Context: an optimization exercise on an open-source flow, tuned for small area and a short achievable clock period. The choices shown serve that exercise and are no tape-out recipe.
Power is estimated from default activity; no workload was simulated.

==> module pe, before the edit <==
module pe (
    input [15:0] acc,
    input [10:0] term,
    input dbl,
    input neg,
    output [15:0] sum,
    output c11
);
    wire sgn = term[10];
    wire [10:0] a = acc[10:0];
    wire [10:0] b = term;
    wire [10:0] c = dbl ? {term[9:0], 1'b0} : 11'd0;
    wire [10:0] s = a ^ b ^ c;
    wire [10:0] k = (a & b) | (a & c) | (b & c);
    wire [11:0] y = {k, neg};
    assign {c11, sum[10:0]} = {1'b0, s} + {1'b0, y[10:0]};
    wire [2:0] d = {2'b00, k[10]} - {2'b00, sgn} - {2'b00, dbl & sgn};
    assign sum[15:11] = acc[15:11] + {{2{d[2]}}, d};
endmodule
==> module resolve, before the edit <==
module resolve (
    input [15:0] x,
    input c11,
    output [15:0] s
);
    wire [4:0] h = x[15:11];
    wire [4:0] ch;
    assign ch[0] = c11;
    genvar i;
    generate
        for (i = 1; i < 5; i = i + 1) begin : hc
            assign ch[i] = c11 & (&h[i-1:0]);
        end
    endgenerate
    assign s = {h ^ ch, x[10:0]};
endmodule
==> module systolic_array, before the edit <==
module systolic_array (
    input clk,
    input reset,
    input [1:0] kernel_size,
    input [7:0] pixel_in,
    output [1:0] level
);
    reg [5:0] index;
    reg run_q, live_q, wrp_q;
    reg [1:0] lvl_q;
    reg [9:0] term_q;
    reg neg_q, dbl_q;
    reg [15:0] ps_q;
    reg ps_c11;
    reg signed [15:0] ps_d;
    wire [4:0] wcode;
    kernel_rom kr (.kernel_size(kernel_size), .addr(index), .wcode(wcode));
    wire run = (kernel_size == 2'b00 && index < 9) ||
               (kernel_size == 2'b01 && index < 25) ||
               (kernel_size == 2'b10 && index < 49);
    wire [9:0] px = {{2{pixel_in[7]}}, pixel_in};
    wire [9:0] sh = ({10{wcode[0]}} & px) | ({10{wcode[1]}} & {px[8:0], 1'b0}) |
                    ({10{wcode[2]}} & {px[7:0], 2'b0});
    wire [9:0] term_d = sh ^ {10{wcode[3]}};
    wire [15:0] ps_full;
    resolve rs (.x(ps_q), .c11(ps_c11), .s(ps_full));
    wire [15:0] partial_sum = run_q ? ps_full : 16'd0;
    wire [15:0] pe_sum;
    wire c11;
    pe pe_inst (.acc(ps_d), .term({term_q[9], term_q}), .dbl(dbl_q), .neg(neg_q),
                .sum(pe_sum), .c11(c11));
    wire gt200 = ps_d > 16'sd200;
    wire gt500 = ps_d > 16'sd500;
    wire gt1000 = ps_d > 16'sd1000;
    assign level = wrp_q ? {gt500, gt1000 | (gt200 & ~gt500)} : lvl_q;
    always @(posedge clk) begin
        term_q <= term_d;
        neg_q <= wcode[3];
        dbl_q <= wcode[4];
        ps_q <= pe_sum;
        ps_c11 <= c11;
        ps_d <= partial_sum;
    end
    always @(posedge clk or posedge reset) begin
        if (reset) begin
            index <= 0;
            run_q <= 0;
            live_q <= 0;
            wrp_q <= 0;
            lvl_q <= 0;
        end else begin
            live_q <= 1'b1;
            run_q <= run & live_q;
            wrp_q <= !run;
            lvl_q <= level;
            if (run)
                index <= index + 1;
            else
                index <= 0;
        end
    end
endmodule
export LEC_CHECK = 0
export ABC_CLOCK_PERIOD_IN_PS = 2200
export CAP_MARGIN = 20
export CORE_MARGIN = 2
export CORE_UTILIZATION = 65
export CTS_BUF_LIST = sky130_fd_sc_hd__clkbuf_4
export SETUP_SLACK_MARGIN = 3.8
export SLEW_MARGIN = 20
create_clock -name core_clock -period 6.0 [get_ports {clk}]
run.sh (not shown) runs the stock make flow with config.mk's settings and CLKGATE_MAP_FILE= SYNTH_SCRIPT=/design/flow/synth_recipe.tcl, a recipe that flattens the netlist after the stock synthesis.
Then changed:
--- a/flow/design.v
+++ b/flow/design.v
@@ -38,40 +38,64 @@
 module pe (
     input [15:0] acc,
     input [10:0] term,
     input dbl,
     input neg,
     output [15:0] sum,
+    output c6,
     output c11
 );
     wire sgn = term[10];
     wire [10:0] a = acc[10:0];
     wire [10:0] b = term;
     wire [10:0] c = dbl ? {term[9:0], 1'b0} : 11'd0;
     wire [10:0] s = a ^ b ^ c;
     wire [10:0] k = (a & b) | (a & c) | (b & c);
     wire [11:0] y = {k, neg};
-    assign {c11, sum[10:0]} = {1'b0, s} + {1'b0, y[10:0]};
-    wire [2:0] d = {2'b00, k[10]} - {2'b00, sgn} - {2'b00, dbl & sgn};
-    assign sum[15:11] = acc[15:11] + {{2{d[2]}}, d};
+    assign {c6, sum[5:0]} = {1'b0, s[5:0]} + {1'b0, y[5:0]};
+    assign {c11, sum[10:6]} = {1'b0, s[10:6]} + {1'b0, y[10:6]};
+    wire [4:0] hi0 = acc[15:11] - {3'b000, dbl & sgn, sgn & ~dbl};
+    wire [4:0] hi1 = acc[15:11] + {{4{sgn & dbl}}, ~sgn | dbl};
+    assign sum[15:11] = k[10] ? hi1 : hi0;
 endmodule
 module resolve (
     input [15:0] x,
+    input c6,
     input c11,
     output [15:0] s
 );
-    wire [4:0] h = x[15:11];
-    wire [4:0] ch;
-    assign ch[0] = c11;
+    wire [4:0] m = x[10:6];
+    wire [4:0] cm;
+    assign cm[0] = c6;
     genvar i;
     generate
-        for (i = 1; i < 5; i = i + 1) begin : hc
-            assign ch[i] = c11 & (&h[i-1:0]);
+        for (i = 1; i < 5; i = i + 1) begin : mc
+            assign cm[i] = c6 & (&m[i-1:0]);
         end
     endgenerate
-    assign s = {h ^ ch, x[10:0]};
+    wire mo = c6 & (&m);
+    wire [4:0] h = x[15:11];
+    wire both = mo & c11;
+    wire one = mo ^ c11;
+    wire [4:0] t1;
+    assign t1[0] = one;
+    generate
+        for (i = 1; i < 5; i = i + 1) begin : hc
+            assign t1[i] = one & (&h[i-1:0]);
+        end
+    endgenerate
+    wire [4:0] h1 = h ^ t1;
+    wire [4:0] t2;
+    assign t2[0] = 1'b0;
+    assign t2[1] = both;
+    generate
+        for (i = 2; i < 5; i = i + 1) begin : hd
+            assign t2[i] = both & (&h1[i-1:1]);
+        end
+    endgenerate
+    assign s = {h1 ^ t2, m ^ cm, x[5:0]};
 endmodule
 module systolic_array (
     input clk,
     input reset,
     input [1:0] kernel_size,
     input [7:0] pixel_in,
@@ -80,39 +104,40 @@
     reg [5:0] index;
     reg run_q, live_q, wrp_q;
     reg [1:0] lvl_q;
     reg [9:0] term_q;
     reg neg_q, dbl_q;
     reg [15:0] ps_q;
-    reg ps_c11;
+    reg ps_c6, ps_c11;
     reg signed [15:0] ps_d;
     wire [4:0] wcode;
     kernel_rom kr (.kernel_size(kernel_size), .addr(index), .wcode(wcode));
     wire run = (kernel_size == 2'b00 && index < 9) ||
                (kernel_size == 2'b01 && index < 25) ||
                (kernel_size == 2'b10 && index < 49);
     wire [9:0] px = {{2{pixel_in[7]}}, pixel_in};
     wire [9:0] sh = ({10{wcode[0]}} & px) | ({10{wcode[1]}} & {px[8:0], 1'b0}) |
                     ({10{wcode[2]}} & {px[7:0], 2'b0});
     wire [9:0] term_d = sh ^ {10{wcode[3]}};
     wire [15:0] ps_full;
-    resolve rs (.x(ps_q), .c11(ps_c11), .s(ps_full));
+    resolve rs (.x(ps_q), .c6(ps_c6), .c11(ps_c11), .s(ps_full));
     wire [15:0] partial_sum = run_q ? ps_full : 16'd0;
     wire [15:0] pe_sum;
-    wire c11;
+    wire c6, c11;
     pe pe_inst (.acc(ps_d), .term({term_q[9], term_q}), .dbl(dbl_q), .neg(neg_q),
-                .sum(pe_sum), .c11(c11));
+                .sum(pe_sum), .c6(c6), .c11(c11));
     wire gt200 = ps_d > 16'sd200;
     wire gt500 = ps_d > 16'sd500;
     wire gt1000 = ps_d > 16'sd1000;
     assign level = wrp_q ? {gt500, gt1000 | (gt200 & ~gt500)} : lvl_q;
     always @(posedge clk) begin
         term_q <= term_d;
         neg_q <= wcode[3];
         dbl_q <= wcode[4];
         ps_q <= pe_sum;
+        ps_c6 <= c6;
         ps_c11 <= c11;
         ps_d <= partial_sum;
     end
     always @(posedge clk or posedge reset) begin
         if (reset) begin
             index <= 0;
What happened: Worst setup slack improved by 400 ps. Total power decreases by 22%. Fmax is higher by 19%. Wire length drops by 13%. Critical path depth fell by 4. Count of clock-buffer cells in the layout is lower by 1. Design area falls by 3.1%. Synthesized cell count drops by 5.0%. Clock skew barely changes. Sequential share of layout area came out higher by 1.4 points. Core utilization fell by 6.4 points. Hold slack improved by 7.5 ps. Flip-flop and latch count went up by 1. Clock power grows by 37%.
Function was not checked in any run of this note: the RTL went through the layout flow alone.

* * *

Setup of the previous run:
The RTL this note starts from:
==> flow/design.v <==
module kernel_rom (
    input [1:0] kernel_size,
    input [5:0] addr,
    output [4:0] wcode
);
    localparam [4:0] W0  = 5'b00000,
                     WP1 = 5'b00001, WN1 = 5'b01001,
                     WP2 = 5'b00010, WN2 = 5'b01010,
                     WP4 = 5'b00100, WN4 = 5'b01100,
                     WP3 = 5'b10001, WP6 = 5'b10010;
    reg [4:0] w0, w1;
    always @(*) begin
        case (addr)  
            0, 6: w0 = WP1;
            1, 7: w0 = W0;
            2, 8: w0 = WN1;
            3, 5: w0 = WP2;
            4: w0 = W0;
            default: w0 = WN2;
        endcase
        case (addr)  
            0, 4, 20, 24: w1 = WP1;
            1, 3, 21, 23: w1 = WP2;
            2, 22: w1 = WP4;
            5, 15: w1 = WP3;
            10, 14: w1 = WP6;
            6, 18: w1 = WN1;
            7, 17: w1 = WN2;
            8, 16: w1 = WN4;
            default: w1 = W0;
        endcase
    end
    wire [4:0] w2 = addr[0] ? WN1 : WP1;  
    assign wcode = kernel_size == 2'd0 ? w0 :
                   kernel_size == 2'd1 ? w1 :
                   kernel_size == 2'd2 ? w2 : W0;
endmodule
module pe (
    input [15:0] acc,
    input [10:0] term,
    input dbl,
    input neg,
    output [15:0] sum,
    output c6,
    output c11
);
    wire sgn = term[10];
    wire [10:0] a = acc[10:0];
    wire [10:0] b = term;
    wire [10:0] c = dbl ? {term[9:0], 1'b0} : 11'd0;
    wire [10:0] s = a ^ b ^ c;
    wire [10:0] k = (a & b) | (a & c) | (b & c);
    wire [11:0] y = {k, neg};
    assign {c6, sum[5:0]} = {1'b0, s[5:0]} + {1'b0, y[5:0]};
    assign {c11, sum[10:6]} = {1'b0, s[10:6]} + {1'b0, y[10:6]};
    wire [2:0] d = {2'b00, k[10]} - {2'b00, sgn} - {2'b00, dbl & sgn};
    assign sum[15:11] = acc[15:11] + {{2{d[2]}}, d};
endmodule
module resolve (
    input [15:0] x,
    input c6,
    input c11,
    output [15:0] s
);
    wire [4:0] m = x[10:6];
    wire [4:0] cm;
    assign cm[0] = c6;
    genvar i;
    generate
        for (i = 1; i < 5; i = i + 1) begin : mc
            assign cm[i] = c6 & (&m[i-1:0]);
        end
    endgenerate
    wire mo = c6 & (&m);
    wire [4:0] h = x[15:11];
    wire both = mo & c11;
    wire one = mo ^ c11;
    wire [4:0] t1;
    assign t1[0] = one;
    generate
        for (i = 1; i < 5; i = i + 1) begin : hc
            assign t1[i] = one & (&h[i-1:0]);
        end
    endgenerate
    wire [4:0] h1 = h ^ t1;
    wire [4:0] t2;
    assign t2[0] = 1'b0;
    assign t2[1] = both;
    generate
        for (i = 2; i < 5; i = i + 1) begin : hd
            assign t2[i] = both & (&h1[i-1:1]);
        end
    endgenerate
    assign s = {h1 ^ t2, m ^ cm, x[5:0]};
endmodule
module systolic_array (
    input clk,
    input reset,
    input [1:0] kernel_size,
    input [7:0] pixel_in,
    output [2:0] level
);
    reg [5:0] index;
    reg run_q, live_q, wrp_q;
    reg [2:0] cmp_q;
    reg [9:0] term_q;
    reg neg_q, dbl_q;
    reg [15:0] ps_q;
    reg ps_c6, ps_c11;
    reg signed [15:0] ps_d;
    wire [4:0] wcode;
    kernel_rom kr (.kernel_size(kernel_size), .addr(index), .wcode(wcode));
    wire run = (kernel_size == 2'b00 && index < 9) ||
               (kernel_size == 2'b01 && index < 25) ||
               (kernel_size == 2'b10 && index < 49);
    wire [9:0] px = {{2{pixel_in[7]}}, pixel_in};
    wire [9:0] sh = ({10{wcode[0]}} & px) | ({10{wcode[1]}} & {px[8:0], 1'b0}) |
                    ({10{wcode[2]}} & {px[7:0], 2'b0});
    wire [9:0] term_d = sh ^ {10{wcode[3]}};
    wire [15:0] ps_full;
    resolve rs (.x(ps_q), .c6(ps_c6), .c11(ps_c11), .s(ps_full));
    wire [15:0] partial_sum = run_q ? ps_full : 16'd0;
    wire [15:0] pe_sum;
    wire c6, c11;
    pe pe_inst (.acc(ps_d), .term({term_q[9], term_q}), .dbl(dbl_q), .neg(neg_q),
                .sum(pe_sum), .c6(c6), .c11(c11));
    wire gt200 = ps_d > 16'sd200;
    wire gt500 = ps_d > 16'sd500;
    wire gt1000 = ps_d > 16'sd1000;
    assign level = wrp_q ? {gt1000, gt500, gt200} : cmp_q;
    always @(posedge clk) begin
        term_q <= term_d;
        neg_q <= wcode[3];
        dbl_q <= wcode[4];
        ps_q <= pe_sum;
        ps_c6 <= c6;
        ps_c11 <= c11;
        ps_d <= partial_sum;
    end
    always @(posedge clk or posedge reset) begin
        if (reset) begin
            index <= 0;
            run_q <= 0;
            live_q <= 0;
            wrp_q <= 0;
            cmp_q <= 0;
        end else begin
            live_q <= 1'b1;
            run_q <= run & live_q;
            wrp_q <= !run;
            cmp_q <= level;
            if (run)
                index <= index + 1;
            else
                index <= 0;
        end
    end
endmodule
module cnn_accelerator (
    input clk,
    input reset,
    input [7:0] pixel_in,
    input [1:0] kernel_size,
    output reg detected
);
    wire [2:0] lvl;
    systolic_array sa (
        .clk(clk),
        .reset(reset),
        .kernel_size(kernel_size),
        .pixel_in(pixel_in),
        .level(lvl)
    );
    always @(posedge clk or posedge reset) begin
        if (reset)
            detected <= 0;
        else begin
            case (kernel_size)
                2'b00: detected <= lvl[0];
                2'b01: detected <= lvl[1];
                2'b10: detected <= lvl[2];
                default: detected <= 0;
            endcase
        end
    end
endmodule
Settings: LEC_CHECK=0, ABC_CLOCK_PERIOD_IN_PS=2200, CAP_MARGIN=20, CORE_MARGIN=2, CORE_UTILIZATION=65, CTS_BUF_LIST=sky130_fd_sc_hd__clkbuf_4, SETUP_SLACK_MARGIN=3.8, SLEW_MARGIN=20; clock period 6.0 ns.
[inputs] the current run vs the previous run
==> flow/design.v, changed modules only <==
module pe (
    input [15:0] acc,
    input [10:0] term,
    input dbl,
    input neg,
    output [15:0] sum,
    output c6,
    output c11
);
    wire [15:0] a = acc;
    wire [15:0] b = {{5{term[10]}}, term};
    wire [15:0] c = dbl ? {{4{term[10]}}, term, 1'b0} : 16'd0;
    wire [15:0] s = a ^ b ^ c;
    wire [15:0] k = (a & b) | (a & c) | (b & c);
    wire [16:0] y = {k, neg};
    assign {c6, sum[5:0]} = {1'b0, s[5:0]} + {1'b0, y[5:0]};
    assign {c11, sum[10:6]} = {1'b0, s[10:6]} + {1'b0, y[10:6]};
    assign sum[15:11] = s[15:11] + y[15:11];
endmodule
module systolic_array (
    input clk,
    input reset,
    input [1:0] kernel_size,
    input [7:0] pixel_in,
    output [1:0] level
);
    reg [5:0] index;
    reg run_q, live_q, wrp_q;
    reg [1:0] lvl_q;
    reg [9:0] term_q;
    reg neg_q, dbl_q;
    reg [15:0] ps_q;
    reg ps_c6, ps_c11;
    reg signed [15:0] ps_d;
    wire [4:0] wcode;
    kernel_rom kr (.kernel_size(kernel_size), .addr(index), .wcode(wcode));
    wire run = (kernel_size == 2'b00 && index < 9) ||
               (kernel_size == 2'b01 && index < 25) ||
               (kernel_size == 2'b10 && index < 49);
    wire [9:0] px = {{2{pixel_in[7]}}, pixel_in};
    wire [9:0] sh = ({10{wcode[0]}} & px) | ({10{wcode[1]}} & {px[8:0], 1'b0}) |
                    ({10{wcode[2]}} & {px[7:0], 2'b0});
    wire [9:0] term_d = sh ^ {10{wcode[3]}};
    wire [15:0] ps_full;
    resolve rs (.x(ps_q), .c6(ps_c6), .c11(ps_c11), .s(ps_full));
    wire [15:0] partial_sum = run_q ? ps_full : 16'd0;
    wire [15:0] pe_sum;
    wire c6, c11;
    pe pe_inst (.acc(ps_d), .term({term_q[9], term_q}), .dbl(dbl_q), .neg(neg_q),
                .sum(pe_sum), .c6(c6), .c11(c11));
    wire gt200 = ps_d > 16'sd200;
    wire gt500 = ps_d > 16'sd500;
    wire gt1000 = ps_d > 16'sd1000;
    assign level = wrp_q ? {gt500, gt1000 | (gt200 & ~gt500)} : lvl_q;
    always @(posedge clk) begin
        term_q <= term_d;
        neg_q <= wcode[3];
        dbl_q <= wcode[4];
        ps_q <= pe_sum;
        ps_c6 <= c6;
        ps_c11 <= c11;
        ps_d <= partial_sum;
    end
    always @(posedge clk or posedge reset) begin
        if (reset) begin
            index <= 0;
            run_q <= 0;
            live_q <= 0;
            wrp_q <= 0;
            lvl_q <= 0;
        end else begin
            live_q <= 1'b1;
            run_q <= run & live_q;
            wrp_q <= !run;
            lvl_q <= level;
            if (run)
                index <= index + 1;
            else
                index <= 0;
        end
    end
endmodule
module cnn_accelerator (
    input clk,
    input reset,
    input [7:0] pixel_in,
    input [1:0] kernel_size,
    output reg detected
);
    wire [1:0] lvl;
    systolic_array sa (
        .clk(clk),
        .reset(reset),
        .kernel_size(kernel_size),
        .pixel_in(pixel_in),
        .level(lvl)
    );
    always @(posedge clk or posedge reset) begin
        if (reset)
            detected <= 0;
        else begin
            case (kernel_size)
                2'b00: detected <= |lvl;
                2'b01: detected <= lvl[1];
                2'b10: detected <= &lvl;
                default: detected <= 0;
            endcase
        end
    end
endmodule
==> run notes <==
- Length in cells of the worst reg-to-reg path is higher on the previous run
- In the flow results for the current run and the previous run, the overall track demand over capacity in global routing is larger on the previous run.
- The current run vs the previous run — least setup slack across all paths after layout rose 79 ps.
- Number of design-rule violations left by the first detailed-router iteration: the current run vs the previous run up about 5%
- Of the current run and the previous run, the current run shows the lower total power of the final layout, with the previous run above it.
No run of this note included a check of the RTL's function; only the layout flow was run.

re-timing with driven ports:
Ports are ideal in the flow. The routed layouts listed here were re-timed in OpenROAD.
Step 1 sets driving cells, clkbuf_16 on the clock port and buf_2 on the other inputs (assumed; they add their load-dependent delay and slew).
Step 2 adds t to the input delays and takes it off the output delays; t is the mean of the earliest and latest rising clock arrival at the registers after step 1. Input paths then give back, and output paths get back, about the clock's delay inside the block.
Slacks: no drivers / after step 1 / after step 2; pairs: no drivers / after step 1.
| run | t (ns) | setup WS [ns] | worst register clock-pin slew, ns | worst slew at a driven data input, ns |
|---|---|---|---|---|
| the first run of note 1 | 0.421 | 3.414 / 3.414 / 3.348 | 0.10 / 0.10 | 0.06 |
| the second run of note 1 | 0.423 | 3.818 / 3.807 / 3.384 | 0.10 / 0.10 | 0.06 |
| the previous run | 0.426 | 3.711 / 3.681 / 3.254 | 0.10 / 0.10 | 0.08 |
| the current run | 0.423 | 3.789 / 3.767 / 3.344 | 0.10 / 0.10 | 0.06 |
After both steps setup and hold are still met in every run listed. For the previous run, which loses most, drivers alone change the setup slack by -0.030 ns; drivers and shift together by -0.457 ns.
